What follows belongs to an exercise in optimizing a design on an open flow for small area; a production flow would make more cautious choices.
Only simulation tests tie the RTL to the original design; equivalence was not proved.
Power figures rest on the tool's default switching activity, not on a simulated workload.

==> inputs of v27 <==
// Project10_Pong_Top
module Project10_Pong_Top
  (input  i_Clk,
   input  i_Rst,
   input  i_Switch_1,
   input  i_Switch_2,
   input  i_Switch_3,
   input  i_Switch_4,
   output o_VGA_HSync,
   output o_VGA_VSync,
   output o_VGA_Red_0,
   output o_VGA_Red_1,
   output o_VGA_Red_2,
   output o_VGA_Grn_0,
   output o_VGA_Grn_1,
   output o_VGA_Grn_2,
   output o_VGA_Blu_0,
   output o_VGA_Blu_1,
   output o_VGA_Blu_2);
  reg r_Rst_D;
  always @(posedge i_Clk) r_Rst_D <= i_Rst;
  reg [9:0] r_Col, r_Row;
  wire w_Clr_Cnt = i_Rst | r_Rst_D;
  wire w_Col_Wrap = r_Col[9] & r_Col[8] & (&r_Col[4:0]);    
  wire w_Row_Wrap = r_Row[9] & r_Row[3] & r_Row[2];                    
  always @(posedge i_Clk) begin
    if (w_Clr_Cnt || w_Col_Wrap) r_Col <= 0;
    else r_Col <= r_Col + 1'b1;
    if (w_Clr_Cnt || (w_Col_Wrap && w_Row_Wrap)) r_Row <= 0;
    else if (w_Col_Wrap) r_Row <= r_Row + 1'b1;
  end
  wire [5:0] w_Col_Div = r_Col[9:4];
  wire [5:0] w_Row_Div = r_Row[9:4];
  assign o_VGA_HSync = ~r_Rst_D & ~(r_Col >= 661 && r_Col <= 752);
  assign o_VGA_VSync = ~r_Rst_D &
    ~((r_Col >= 3 && (r_Row == 490 || r_Row == 491)) ||
      (r_Col <  3 && (r_Row == 491 || r_Row == 492)));
  localparam [8:0] DB_SEED = 9'd68;
  localparam [8:0] DB_MASK = 9'd443;
  localparam [8:0] DB_VAL  = 9'd273;
  wire [3:0] w_Sw_In = {i_Switch_4, i_Switch_3, i_Switch_2, i_Switch_1};
  reg  [3:0] r_Sw;
  genvar gi;
  generate for (gi = 0; gi < 4; gi = gi + 1) begin : g_db
    reg  [8:0] r_Cnt;
    wire w_At  = ((r_Cnt & DB_MASK) == DB_VAL);
    wire w_Adv = (w_Sw_In[gi] ^ r_Sw[gi]) & ~w_At & ~i_Rst;
    always @(posedge i_Clk) begin
      r_Cnt <= w_Adv ? {~r_Cnt[7:0], r_Cnt[3] ^ r_Cnt[8]} : DB_SEED;
      if (i_Rst)
        r_Sw[gi] <= 1'b0;
      else if (w_At)
        r_Sw[gi] <= w_Sw_In[gi];
    end
  end endgenerate
  localparam [11:0] CT_MASK = 12'd4023;
  localparam [11:0] CT_VAL  = 12'd1204;
  reg [11:0] r_P1_Count, r_P2_Count;
  reg [4:0]  r_P1_Y, r_P2_Y;
  wire w_P1_At = ((r_P1_Count & CT_MASK) == CT_VAL);
  wire w_P2_At = ((r_P2_Count & CT_MASK) == CT_VAL);
  wire w_P1_En = r_Sw[0] ^ r_Sw[1];
  wire w_P2_En = r_Sw[2] ^ r_Sw[3];
  ...
export LEC_CHECK = 0
export CAP_MARGIN = 20
export CORE_MARGIN = 2
export CORE_UTILIZATION = 40
export SLEW_MARGIN = 20
export CTS_ARGS = -sink_clustering_enable -repair_clock_nets -dont_use_dummy_load -buf_list sky130_fd_sc_hd__clkbuf_4 -root_buf sky130_fd_sc_hd__clkbuf_8
export BUFFER_PORTS_ARGS = -buffer_cell sky130_fd_sc_hd__buf_1
create_clock -name core_clock -period 10.0 [get_ports {i_Clk}]
standard.sh (not shown) runs the stock make flow with config.mk's settings and CLKGATE_MAP_FILE= SYNTH_SCRIPT=/design/flow/synth_recipe.tcl, a recipe that flattens the netlist after the stock synthesis.
==> flow/flow/run.sh <==
#!/bin/bash
# Own layout flow: the standard ORFS flow (standard.sh) with these changes,
# which only affect how the layout is built:
#  - synthesis maps logic with an area-oriented ABC script (flow/abc_area.script)
#    instead of ORFS's speed script, and leaves adders to ABC (no full/half-adder
#    cell extraction, no Kogge-Stone carry lookahead); everything else in
#    synthesis is unchanged (same synth_recipe.tcl, same registers);
#  - clock tree synthesis uses small clock buffers and no dummy loads;
#  - port buffers are minimum-size buffers.
# Each tool's output goes to the ORFS logs under orfs/logs and to flow_make.log.
set -euo pipefail
W=$(pwd)
F=$W/flow

# Synthesis script: ORFS synth.tcl with the ABC call pointed at our script.
sed "s#log_cmd abc {\*}\$abc_args#log_cmd abc {*}[lreplace \$abc_args 1 1 $F/abc_area.script]#" \
  "$FLOW_HOME/scripts/synth.tcl" > "$W/own_synth.tcl"
grep -q "abc_area.script" "$W/own_synth.tcl"
sed "s#source \$::env(SCRIPTS_DIR)/synth.tcl#source $W/own_synth.tcl#" \
  "$W/synth_recipe.tcl" > "$W/own_synth_recipe.tcl"
grep -q "own_synth.tcl" "$W/own_synth_recipe.tcl"

cat >> "$W/config.mk" <<'EOT'
export CTS_ARGS = -sink_clustering_enable -repair_clock_nets -dont_use_dummy_load -buf_list sky130_fd_sc_hd__clkbuf_4 -root_buf sky130_fd_sc_hd__clkbuf_8
export BUFFER_PORTS_ARGS = -buffer_cell sky130_fd_sc_hd__buf_1
EOT

sed -e "s#$W/synth_recipe.tcl#$W/own_synth_recipe.tcl#g" \
    -e "s#CLKGATE_MAP_FILE= #CLKGATE_MAP_FILE= ADDER_MAP_FILE= SYNTH_OPERATIONS_ARGS=-noshare #" \
    "$W/standard.sh" > "$W/own_standard.sh"
grep -q "own_synth_recipe.tcl" "$W/own_standard.sh"
grep -q "ADDER_MAP_FILE= " "$W/own_standard.sh"
bash "$W/own_standard.sh" > "$W/flow_make.log" 2>&1
==> flow/flow/abc_area.script <==
strash
&get -n
&dc2
&syn2
&dch
&put
balance
rewrite
refactor
balance
rewrite
rewrite -z
balance
refactor -z
rewrite -z
balance
dch -f
amap
==> inputs of v28, as changes to v27 <==
--- a/flow/design.v
+++ b/flow/design.v
@@ -81,19 +81,18 @@
   always @(posedge i_Clk)
     if (i_Rst)
       r_P2_Y <= 0;
     else if (r_Sw[2] && w_P2_At && r_P2_Y != 0)
       r_P2_Y <= r_P2_Y - 1'b1;
     else if (r_Sw[3] && w_P2_At && r_P2_Y != 23)
       r_P2_Y <= r_P2_Y + 1'b1;
-  reg r_SM_Run, r_SM_Win, r_SM_Sel;
-  reg [3:0] r_P1_Score, r_P2_Score;    
-  wire w_Active = r_SM_Run;
-  wire w_P1_Wins = r_SM_Win & ~r_SM_Sel;
-  wire w_P2_Wins = r_SM_Win & r_SM_Sel;
+  localparam IDLE = 3'd0, RUNNING = 3'd1, P1_WINS = 3'd2, P2_WINS = 3'd3, CLEANUP = 3'd4;
+  reg [2:0] r_SM;
+  reg [3:0] r_P1_Score, r_P2_Score;
+  wire w_Active = (r_SM == RUNNING);
   reg [11:0] r_Ball_Count;
   reg [5:0]  r_Ball_Z;
   reg [4:0]  r_Ball_Y;
   reg        r_Ball_R;
   reg        r_Ball_D;    
   wire w_Ball_At = ((r_Ball_Count & CT_MASK) == CT_VAL);
   wire w_At_Right = r_Ball_R & (r_Ball_Z == 39);     
@@ -127,30 +126,36 @@
       end
     end
   wire [4:0] w_Miss_Pad = r_Ball_R ? r_P2_Y : r_P1_Y;
   wire [5:0] w_Miss_Off = {1'b0, r_Ball_Y} - {1'b0, w_Miss_Pad};
   wire w_Miss = (w_At_Right | w_At_Left) & ~(w_Miss_Off < 7);
   always @(posedge i_Clk)
     if (i_Rst) begin
-      r_SM_Run <= 1'b0;
-      r_SM_Win <= 1'b0;
-      r_SM_Sel <= 1'b0;
+      r_SM <= IDLE;
       r_P1_Score <= 0;
       r_P2_Score <= 0;
-    end else begin
-      r_SM_Run <= r_SM_Run ? ~w_Miss : (~r_SM_Win & ~r_SM_Sel);
-      r_SM_Win <= (r_SM_Run & w_Miss) | (w_P1_Wins & r_P1_Score[3]) |
-                  (w_P2_Wins & r_P2_Score[3]);
-      r_SM_Sel <= (r_SM_Run & w_Miss & r_Ball_R) |
-                  (r_SM_Win & (r_SM_Sel | ~r_P1_Score[3]));
-      if (w_P1_Wins)
-        r_P1_Score <= r_P1_Score[3] ? 4'd0 : r_P1_Score + 1'b1;
-      if (w_P2_Wins)
-        r_P2_Score <= r_P2_Score[3] ? 4'd0 : r_P2_Score + 1'b1;
-    end
+    end else
+      case (r_SM)
+        IDLE: r_SM <= RUNNING;
+        RUNNING:
+          if (w_Miss) r_SM <= r_Ball_R ? P1_WINS : P2_WINS;
+        P1_WINS:
+          if (r_P1_Score == 8) r_P1_Score <= 0;
+          else begin
+            r_P1_Score <= r_P1_Score + 1'b1;
+            r_SM <= CLEANUP;
+          end
+        P2_WINS:
+          if (r_P2_Score == 8) r_P2_Score <= 0;
+          else begin
+            r_P2_Score <= r_P2_Score + 1'b1;
+            r_SM <= CLEANUP;
+          end
+        default: r_SM <= IDLE;
+      endcase
   wire [4:0] w_Draw_Pad = w_Col_Div[0] ? r_P2_Y : r_P1_Y;
   wire [5:0] w_Draw_Off = w_Row_Div - {1'b0, w_Draw_Pad};
   wire w_Ball_Col = ((w_Col_Div ^ r_Ball_Z) == {6{~r_Ball_R}});
   wire w_Draw =
     (w_Ball_Col && w_Row_Div == {1'b0, r_Ball_Y}) ||
     ((w_Col_Div == 0 || w_Col_Div == 39) && w_Draw_Off < 7);
   reg [2:0] r_Video;
==> flow/flow/run.sh (replaced) <==
#!/bin/bash
# Own layout flow: the standard ORFS flow (standard.sh) with three changes
# that only affect how the layout is built:
#  - synthesis maps logic with an area-oriented ABC script (flow/abc_area.script)
#    instead of ORFS's speed script; everything else in synthesis is unchanged
#    (same synth_recipe.tcl, same registers);
#  - clock tree synthesis uses small clock buffers and no dummy loads;
#  - port buffers are minimum-size buffers.
# Each tool's output goes to the ORFS logs under orfs/logs and to flow_make.log.
set -euo pipefail
W=$(pwd)
F=$W/flow

# Synthesis script: ORFS synth.tcl with the ABC call pointed at our script.
sed "s#log_cmd abc {\*}\$abc_args#log_cmd abc {*}[lreplace \$abc_args 1 1 $F/abc_area.script]#" \
  "$FLOW_HOME/scripts/synth.tcl" > "$W/own_synth.tcl"
grep -q "abc_area.script" "$W/own_synth.tcl"
sed "s#source \$::env(SCRIPTS_DIR)/synth.tcl#source $W/own_synth.tcl#" \
  "$W/synth_recipe.tcl" > "$W/own_synth_recipe.tcl"
grep -q "own_synth.tcl" "$W/own_synth_recipe.tcl"

cat >> "$W/config.mk" <<'EOT'
export CTS_ARGS = -sink_clustering_enable -repair_clock_nets -dont_use_dummy_load -buf_list sky130_fd_sc_hd__clkbuf_4 -root_buf sky130_fd_sc_hd__clkbuf_8
export BUFFER_PORTS_ARGS = -buffer_cell sky130_fd_sc_hd__buf_1
EOT

sed "s#$W/synth_recipe.tcl#$W/own_synth_recipe.tcl#g" "$W/standard.sh" > "$W/own_standard.sh"
grep -q "own_synth_recipe.tcl" "$W/own_standard.sh"
bash "$W/own_standard.sh" > "$W/flow_make.log" 2>&1
==> summary.txt <==
Timing
  • Hold WS: 0.3747 ns

Place
  • Placement Setup Slack: 6.238 ns

Critical path
  • R2r worst-path depth: 13
  • R2r setup slk: 6.67 ns
  • Worst Path Arrival: 2.12 ns

Cells and area
  • Inverter count: 71
  • Layout clock area frac: 0.02150
  • Filler-free cell count of the finished design: 887
  • Most frequent cells in the layout: 134 x dfxtp_1, 129 x nor2_1, 71 x clkinv_1, 53 x o22ai_1, 40 x nand2_1

Global routing
  • Met2 Use GR: 0.2633
  • GRT met3 Usage: 0.04725
  • Vias in the first global route: 4622

Status
  • Outcome: complete, no violations

Clocking
  • Clk slew on worst S/H paths: 0.12 ns

Power
  • Max IR drop VDD: 0.05827 mV

Synth
  • Top cells by area, synth: dfxtp_1 46%, nor2_1 8.3%, ha_1 6.8%
  • Syn Area/Cell: slightly below 9 um^2
# the run above: v28

==> summary.txt <==
Cells and area
  • Filler-free cell count of the finished design: 857
  • Filler cells: between 1000 and 1500
  • Inverter count: 67
  • Layout clock area frac: 0.02359
  • #MultiIn Comb: approximately 450

Timing
  • Hold WS: 0.3864 ns

Global routing
  • Met2 Use GR: 0.2575
  • GRT met3 Usage: 0.04358

Floorplan
  • Initial Util: 0.4054

Status
  • Outcome: complete, no violations

Route
  • Met3 WL post-DR: 389 um

Critical path
  • R2r setup slk: 6.97 ns
  • R2r worst-path depth: 14
  • Worst Path Arrival: between 2 and 2.5 ns
  • Slowest CP cell: or4_1

Clocking
  • CTS buffer count: 17

Place
  • Placement Setup Slack: between 6 and 7 ns

Synth
  • Top cells by area, synth: dfxtp_1 51%, nor2_1 11%, o22ai_1 6.1%
  • Synth area leader: dfxtp_1
# the run above: v27



==> inputs of run K <==
==> flow/design.v <==
`default_nettype none
module Project10_Pong_Top
  (input  i_Clk,
   input  i_Rst,
   input  i_Switch_1,
   input  i_Switch_2,
   input  i_Switch_3,
   input  i_Switch_4,
   output o_VGA_HSync,
   output o_VGA_VSync,
   output o_VGA_Red_0,
   output o_VGA_Red_1,
   output o_VGA_Red_2,
   output o_VGA_Grn_0,
   output o_VGA_Grn_1,
   output o_VGA_Grn_2,
   output o_VGA_Blu_0,
   output o_VGA_Blu_1,
   output o_VGA_Blu_2);
  reg r_Rst_D;
  always @(posedge i_Clk) r_Rst_D <= i_Rst;
  reg [9:0] r_Col, r_Row;
  always @(posedge i_Clk)
    if (i_Rst || r_Rst_D) begin
      r_Col <= 0;
      r_Row <= 0;
    end else if (r_Col == 799) begin
      r_Col <= 0;
      r_Row <= (r_Row == 524) ? 10'd0 : r_Row + 1'b1;
    end else
      r_Col <= r_Col + 1'b1;
  wire [5:0] w_Col_Div = r_Col[9:4];
  wire [5:0] w_Row_Div = r_Row[9:4];
  assign o_VGA_HSync = ~r_Rst_D & ~(r_Col >= 661 && r_Col <= 752);
  assign o_VGA_VSync = ~r_Rst_D &
    ~((r_Col >= 3 && (r_Row == 490 || r_Row == 491)) ||
      (r_Col <  3 && (r_Row == 491 || r_Row == 492)));
  wire [3:0] w_Sw_In = {i_Switch_4, i_Switch_3, i_Switch_2, i_Switch_1};
  reg  [3:0] r_Sw;
  reg  [8:0] r_Db_Count [0:3];
  genvar gi;
  generate for (gi = 0; gi < 4; gi = gi + 1) begin : g_db
    always @(posedge i_Clk)
      if (i_Rst) begin
        r_Sw[gi] <= 1'b0;
        r_Db_Count[gi] <= 0;
      end else if (w_Sw_In[gi] != r_Sw[gi] && r_Db_Count[gi] != 500)
        r_Db_Count[gi] <= r_Db_Count[gi] + 1'b1;
      else if (r_Db_Count[gi] == 500) begin
        r_Sw[gi] <= w_Sw_In[gi];
        r_Db_Count[gi] <= 0;
      end else
        r_Db_Count[gi] <= 0;
  end endgenerate
  reg [11:0] r_P1_Count, r_P2_Count;
  reg [4:0]  r_P1_Y, r_P2_Y;
  wire w_P1_At = (r_P1_Count == 2500);
  wire w_P2_At = (r_P2_Count == 2500);
  always @(posedge i_Clk)
    if (i_Rst) begin
      r_P1_Count <= 0;
      r_P1_Y <= 0;
    end else begin
      if (r_Sw[0] ^ r_Sw[1])
        r_P1_Count <= w_P1_At ? 12'd0 : r_P1_Count + 1'b1;
      if (r_Sw[0] && w_P1_At && r_P1_Y != 0)
        r_P1_Y <= r_P1_Y - 1'b1;
      else if (r_Sw[1] && w_P1_At && r_P1_Y != 23)
        r_P1_Y <= r_P1_Y + 1'b1;
    end
  always @(posedge i_Clk)
    if (i_Rst) begin
      r_P2_Count <= 0;
      r_P2_Y <= 0;
    end else begin
      if (r_Sw[2] ^ r_Sw[3])
        r_P2_Count <= w_P2_At ? 12'd0 : r_P2_Count + 1'b1;
      if (r_Sw[2] && w_P2_At && r_P2_Y != 0)
        r_P2_Y <= r_P2_Y - 1'b1;
      else if (r_Sw[3] && w_P2_At && r_P2_Y != 23)
        r_P2_Y <= r_P2_Y + 1'b1;
    end
  localparam IDLE = 3'd0, RUNNING = 3'd1, P1_WINS = 3'd2, P2_WINS = 3'd3, CLEANUP = 3'd4;
  reg [2:0] r_SM;
  reg [3:0] r_P1_Score, r_P2_Score;
  wire w_Active = (r_SM == RUNNING);
  reg [11:0] r_Ball_Count;
  reg [5:0]  r_Ball_X;
  reg [4:0]  r_Ball_Y;
  reg        r_Ball_R;    
  reg        r_Ball_D;    
  wire w_Ball_At = (r_Ball_Count == 2500);
  always @(posedge i_Clk)
    if (i_Rst)
      r_Ball_Count <= 0;
    else if (w_Active)
      r_Ball_Count <= w_Ball_At ? 12'd0 : r_Ball_Count + 1'b1;
  always @(posedge i_Clk)
    if (!w_Active) begin
      r_Ball_X <= 20;
      r_Ball_Y <= 15;
      r_Ball_R <= 1'b0;
      r_Ball_D <= 1'b1;
    end else if (w_Ball_At) begin
      if (r_Ball_R ? (r_Ball_X == 39) : (r_Ball_X != 0)) begin
        r_Ball_X <= r_Ball_X - 1'b1;
        r_Ball_R <= 1'b0;
      end else begin
        r_Ball_X <= r_Ball_X + 1'b1;
        r_Ball_R <= 1'b1;
      end
      if (r_Ball_D ? (r_Ball_Y == 29) : (r_Ball_Y != 0)) begin
        r_Ball_Y <= r_Ball_Y - 1'b1;
        r_Ball_D <= 1'b0;
      end else begin
        r_Ball_Y <= r_Ball_Y + 1'b1;
        r_Ball_D <= 1'b1;
      end
    end
  wire [5:0] w_B1 = {1'b0, r_Ball_Y} - {1'b0, r_P1_Y};
  wire [5:0] w_B2 = {1'b0, r_Ball_Y} - {1'b0, r_P2_Y};
  wire w_Miss1 = (r_Ball_X == 0)  && !(w_B1 < 7);
  wire w_Miss2 = (r_Ball_X == 39) && !(w_B2 < 7);
  always @(posedge i_Clk)
    if (i_Rst) begin
      r_SM <= IDLE;
      r_P1_Score <= 0;
      r_P2_Score <= 0;
    end else
      case (r_SM)
        IDLE: r_SM <= RUNNING;
        RUNNING:
          if (w_Miss1) r_SM <= P2_WINS;
          else if (w_Miss2) r_SM <= P1_WINS;
        P1_WINS:
          if (r_P1_Score == 8) r_P1_Score <= 0;
          else begin
            r_P1_Score <= r_P1_Score + 1'b1;
            r_SM <= CLEANUP;
          end
        P2_WINS:
          if (r_P2_Score == 8) r_P2_Score <= 0;
          else begin
            r_P2_Score <= r_P2_Score + 1'b1;
            r_SM <= CLEANUP;
          end
        default: r_SM <= IDLE;
      endcase
  wire [5:0] w_D1 = w_Row_Div - {1'b0, r_P1_Y};
  wire [5:0] w_D2 = w_Row_Div - {1'b0, r_P2_Y};
  wire w_Draw =
    (w_Col_Div == r_Ball_X && w_Row_Div == {1'b0, r_Ball_Y}) ||
    (w_Col_Div == 0  && w_D1 < 7) ||
    (w_Col_Div == 39 && w_D2 < 7);
  reg [2:0] r_Video;
  always @(posedge i_Clk)
    if (i_Rst)
      r_Video <= 3'b000;
    else
      r_Video <= {r_Video[1:0], w_Draw};
  assign o_VGA_Red_0 = r_Video[2];
  assign o_VGA_Red_1 = r_Video[2];
  assign o_VGA_Red_2 = r_Video[2];
  assign o_VGA_Grn_0 = r_Video[2];
  assign o_VGA_Grn_1 = r_Video[2];
  assign o_VGA_Grn_2 = r_Video[2];
  assign o_VGA_Blu_0 = r_Video[2];
  assign o_VGA_Blu_1 = r_Video[2];
  assign o_VGA_Blu_2 = r_Video[2];
endmodule
==> flow/run.sh <==
#!/bin/bash
# synth_recipe.tcl (not shown) runs the flow's synth.tcl, then flattens the netlist and writes it again
# the make line also repeats each setting of config.mk as NAME=value (left out here)
make -C /OpenROAD-flow-scripts/flow DESIGN_CONFIG=/design/flow/config.mk WORK_HOME=/design/flow/orfs CLKGATE_MAP_FILE= SYNTH_SCRIPT=/design/flow/synth_recipe.tcl finish
==> flow/config.mk <==
export PLATFORM = sky130hd
export DESIGN_NAME = Project10_Pong_Top
export DESIGN_NICKNAME = Project10_Pong_Top
export VERILOG_FILES = /design/flow/design.v
export SDC_FILE = /design/flow/constraint.sdc
export NUM_CORES = 4
export LEC_CHECK = 0
export CAP_MARGIN = 20
export CORE_MARGIN = 2
export CORE_UTILIZATION = 40
export SLEW_MARGIN = 20
==> flow/constraint.sdc <==
create_clock -name core_clock -period 10.0 [get_ports {i_Clk}]
set_input_delay 2.0000 -clock core_clock [delete_from_list [all_inputs] [get_ports {i_Clk}]]
set_output_delay 2.0000 -clock core_clock [all_outputs]
set_load 0.01 [all_outputs]
==> run F: changes against run K <==
==> flow/design.v, changed modules only <==
module Project10_Pong_Top
  (input  i_Clk,
   input  i_Rst,
   input  i_Switch_1,
   input  i_Switch_2,
   input  i_Switch_3,
   input  i_Switch_4,
   output o_VGA_HSync,
   output o_VGA_VSync,
   output o_VGA_Red_0,
   output o_VGA_Red_1,
   output o_VGA_Red_2,
   output o_VGA_Grn_0,
   output o_VGA_Grn_1,
   output o_VGA_Grn_2,
   output o_VGA_Blu_0,
   output o_VGA_Blu_1,
   output o_VGA_Blu_2);
  reg r_Rst_D;
  always @(posedge i_Clk) r_Rst_D <= i_Rst;
  reg [9:0] r_Col, r_Row;
  wire w_Clr_Cnt = i_Rst | r_Rst_D;
  wire w_Col_Wrap = r_Col[9] & r_Col[8] & (&r_Col[4:0]);    
  wire w_Row_Wrap = r_Row[9] & r_Row[3] & r_Row[2];                    
  always @(posedge i_Clk) begin
    if (w_Clr_Cnt || w_Col_Wrap) r_Col <= 0;
    else r_Col <= r_Col + 1'b1;
    if (w_Clr_Cnt || (w_Col_Wrap && w_Row_Wrap)) r_Row <= 0;
    else if (w_Col_Wrap) r_Row <= r_Row + 1'b1;
  end
  wire [5:0] w_Col_Div = r_Col[9:4];
  wire [5:0] w_Row_Div = r_Row[9:4];
  assign o_VGA_HSync = ~r_Rst_D & ~(r_Col >= 661 && r_Col <= 752);
  assign o_VGA_VSync = ~r_Rst_D &
    ~((r_Col >= 3 && (r_Row == 490 || r_Row == 491)) ||
      (r_Col <  3 && (r_Row == 491 || r_Row == 492)));
  localparam [8:0] DB_SEED = 9'd68;
  localparam [8:0] DB_MASK = 9'd443;
  localparam [8:0] DB_VAL  = 9'd273;
  wire [3:0] w_Sw_In = {i_Switch_4, i_Switch_3, i_Switch_2, i_Switch_1};
  reg  [3:0] r_Sw;
  genvar gi;
  generate for (gi = 0; gi < 4; gi = gi + 1) begin : g_db
    reg  [8:0] r_Cnt;
    wire w_At  = ((r_Cnt & DB_MASK) == DB_VAL);
    wire w_Adv = (w_Sw_In[gi] ^ r_Sw[gi]) & ~w_At & ~i_Rst;
    always @(posedge i_Clk) begin
      r_Cnt <= w_Adv ? {~r_Cnt[7:0], r_Cnt[3] ^ r_Cnt[8]} : DB_SEED;
      if (i_Rst)
        r_Sw[gi] <= 1'b0;
      else if (w_At)
        r_Sw[gi] <= w_Sw_In[gi];
    end
  end endgenerate
  localparam [11:0] CT_MASK = 12'd4023;
  localparam [11:0] CT_VAL  = 12'd1204;
  reg [11:0] r_P1_Count, r_P2_Count;
  reg [4:0]  r_P1_Y, r_P2_Y;
  wire w_P1_At = ((r_P1_Count & CT_MASK) == CT_VAL);
  wire w_P2_At = ((r_P2_Count & CT_MASK) == CT_VAL);
  wire w_P1_En = r_Sw[0] ^ r_Sw[1];
  wire w_P2_En = r_Sw[2] ^ r_Sw[3];
  always @(posedge i_Clk)
    if (i_Rst || (w_P1_En && w_P1_At))
      r_P1_Count <= 0;
    else if (w_P1_En)
      r_P1_Count <= {r_P1_Count[10:0], ~(r_P1_Count[0] ^ r_P1_Count[11])};
  always @(posedge i_Clk)
    if (i_Rst || (w_P2_En && w_P2_At))
      r_P2_Count <= 0;
    else if (w_P2_En)
      r_P2_Count <= {r_P2_Count[10:0], ~(r_P2_Count[0] ^ r_P2_Count[11])};
  always @(posedge i_Clk)
    if (i_Rst)
      r_P1_Y <= 0;
    else if (r_Sw[0] && w_P1_At && r_P1_Y != 0)
      r_P1_Y <= r_P1_Y - 1'b1;
    else if (r_Sw[1] && w_P1_At && r_P1_Y != 23)
      r_P1_Y <= r_P1_Y + 1'b1;
  always @(posedge i_Clk)
    if (i_Rst)
      r_P2_Y <= 0;
    else if (r_Sw[2] && w_P2_At && r_P2_Y != 0)
      r_P2_Y <= r_P2_Y - 1'b1;
    else if (r_Sw[3] && w_P2_At && r_P2_Y != 23)
      r_P2_Y <= r_P2_Y + 1'b1;
  localparam IDLE = 3'd0, RUNNING = 3'd1, P1_WINS = 3'd2, P2_WINS = 3'd3, CLEANUP = 3'd4;
  reg [2:0] r_SM;
  reg [3:0] r_P1_Score, r_P2_Score;
  wire w_Active = (r_SM == RUNNING);
  reg [11:0] r_Ball_Count;
  reg [5:0]  r_Ball_Z;
  reg [4:0]  r_Ball_Y;
  reg        r_Ball_R;
  reg        r_Ball_D;    
  wire w_Ball_At = ((r_Ball_Count & CT_MASK) == CT_VAL);
  wire w_At_Right = r_Ball_R & (r_Ball_Z == 39);     
  wire w_At_Left  = ~r_Ball_R & (&r_Ball_Z);         
  always @(posedge i_Clk)
    if (i_Rst || (w_Active && w_Ball_At))
      r_Ball_Count <= 0;
    else if (w_Active)
      r_Ball_Count <= {r_Ball_Count[10:0], ~(r_Ball_Count[0] ^ r_Ball_Count[11])};
  always @(posedge i_Clk)
    if (!w_Active) begin
      r_Ball_Z <= ~6'd20;
      r_Ball_R <= 1'b0;
      r_Ball_Y <= 15;
      r_Ball_D <= 1'b1;
    end else if (w_Ball_At) begin
      if (w_At_Right) begin
        r_Ball_Z <= ~6'd38;
        r_Ball_R <= 1'b0;
      end else if (w_At_Left) begin
        r_Ball_Z <= 6'd1;
        r_Ball_R <= 1'b1;
      end else
        r_Ball_Z <= r_Ball_Z + 1'b1;
      if (r_Ball_D ? (r_Ball_Y == 29) : (r_Ball_Y != 0)) begin
        r_Ball_Y <= r_Ball_Y - 1'b1;
        r_Ball_D <= 1'b0;
      end else begin
        r_Ball_Y <= r_Ball_Y + 1'b1;
        r_Ball_D <= 1'b1;
      end
    end
  wire [4:0] w_Miss_Pad = r_Ball_R ? r_P2_Y : r_P1_Y;
  wire [5:0] w_Miss_Off = {1'b0, r_Ball_Y} - {1'b0, w_Miss_Pad};
  wire w_Miss = (w_At_Right | w_At_Left) & ~(w_Miss_Off < 7);
  always @(posedge i_Clk)
    if (i_Rst) begin
      r_SM <= IDLE;
      r_P1_Score <= 0;
      r_P2_Score <= 0;
    end else
      case (r_SM)
        IDLE: r_SM <= RUNNING;
        RUNNING:
          if (w_Miss) r_SM <= r_Ball_R ? P1_WINS : P2_WINS;
        P1_WINS:
          if (r_P1_Score == 8) r_P1_Score <= 0;
          else begin
            r_P1_Score <= r_P1_Score + 1'b1;
            r_SM <= CLEANUP;
          end
        P2_WINS:
          if (r_P2_Score == 8) r_P2_Score <= 0;
          else begin
            r_P2_Score <= r_P2_Score + 1'b1;
            r_SM <= CLEANUP;
          end
        default: r_SM <= IDLE;
      endcase
  wire [4:0] w_Draw_Pad = w_Col_Div[0] ? r_P2_Y : r_P1_Y;
  wire [5:0] w_Draw_Off = w_Row_Div - {1'b0, w_Draw_Pad};
  wire w_Ball_Col = ((w_Col_Div ^ r_Ball_Z) == {6{~r_Ball_R}});
  wire w_Draw =
    (w_Ball_Col && w_Row_Div == {1'b0, r_Ball_Y}) ||
    ((w_Col_Div == 0 || w_Col_Div == 39) && w_Draw_Off < 7);
  reg [2:0] r_Video;
  always @(posedge i_Clk)
    if (i_Rst)
      r_Video <= 3'b000;
    else
      r_Video <= {r_Video[1:0], w_Draw};
  assign o_VGA_Red_0 = r_Video[2];
  assign o_VGA_Red_1 = r_Video[2];
  assign o_VGA_Red_2 = r_Video[2];
  assign o_VGA_Grn_0 = r_Video[2];
  assign o_VGA_Grn_1 = r_Video[2];
  assign o_VGA_Grn_2 = r_Video[2];
  assign o_VGA_Blu_0 = r_Video[2];
  assign o_VGA_Blu_1 = r_Video[2];
  assign o_VGA_Blu_2 = r_Video[2];
endmodule
==> qor summary <==
|  | run F | run K |
|---|---|---|
| Run status | no timing/DRC/antenna violations | no timing/DRC/antenna violations |
| Non-Clock Buffer Area Fraction | 0.02336 | 0.02024 |
| Initial Utilization | 0.4069 | 0.4036 |
| Achievable Freq | 216.1 MHz | 222.2 MHz |
| Worst voltage drop across the vdd grid | 0.1627 mV | 0.1123 mV |
| Num rows | 46 | 50 |
| Adder-cell area share of the yosys netlist | 0.07800 | 0.1181 |
| Clock share of power | 0.525 | 0.531 |
| Fillers | 1521 | 1841 |
| Part of the total power dissipated in combinational logic | 0.025 | 0.029 |
| Syn Std Cell Area | 6416 µm² | 7500 µm² |
| Most common cell after layout, fill and taps aside | sky130_fd_sc_hd__dfxtp_1 | sky130_fd_sc_hd__nor2_1 |
| Number of ordinary inverters in the final layout | 20 | 47 |
| Net Sw Frac | 0.2321 | 0.2315 |
| Routed Wire Length | 12.14 mm | 14.18 mm |
| Area fraction of the dominant cell type after synthesis | 0.4181 | 0.3577 |
| Weighted congestion at the end of routability-driven global placement | 0.8289 | 0.7893 |
| Worst hold path startpoint | g_db[1].r_Cnt[5]$_SDFF_PN0_ | r_Video[0]$_SDFF_PP0_ |
| Final-stage net count | 779 | 960 |
| Period Utilization, post-route | 0.4628 | 0.4501 |
| Sequential area share after synthesis | 0.4181 | 0.3577 |
| End point of the worst hold path | g_db[1].r_Cnt[6]$_SDFF_PN1_ | r_Video[1]$_SDFF_PP0_ |
| Share of layout cells above drive strength 1 | 0.06676 | 0.04772 |
| Delay contributed by the slowest stage of the critical path | 0.55 ns | 0.57 ns |
| Power Internal | 0.9315 mW | 0.9503 mW |
| Later-pin clock latency in the skew report | 0.41 ns | 0.43 ns |

-- static timing again, ports no longer ideal --
Ports are ideal in the flow. The routed layouts listed here were re-timed in OpenROAD. Step 1 (the two cells are an assumption about what drives the block):
set clk [get_ports {i_Clk}]
set_driving_cell -lib_cell sky130_fd_sc_hd__clkbuf_16 $clk
set_driving_cell -lib_cell sky130_fd_sc_hd__buf_2 [delete_from_list [all_inputs] $clk]
Step 2 times the ports against the registers' clock, not the clock port: input delays grow and output delays shrink by t, the midpoint of the rising clock arrivals with the driver on. Slacks: ideal ports / drivers / drivers and shift; pairs: ideal ports / drivers.
| run | t, ns | slack for setup (ns) | worst hold slack (ns) | worst register clock-pin slew, ns | cell pins on the clock port's net |
|---|---|---|---|---|---|
| v27 | 0.447 | 5.783 / 5.748 / 6.195 | 0.386 / 0.386 / 0.386 | 0.11 / 0.11 | 1 |
| v28 | 0.448 | 5.881 / 5.842 / 6.261 | 0.375 / 0.375 / 0.375 | 0.12 / 0.12 | 1 |
| run K | 0.460 | 5.499 / 5.461 / 5.921 | 0.460 / 0.460 / 0.460 | 0.06 / 0.06 | 1 |
| run F | 0.451 | 5.372 / 5.331 / 5.782 | 0.381 / 0.381 / 0.381 | 0.06 / 0.06 | 1 |
After both steps setup and hold are still met in every run listed.
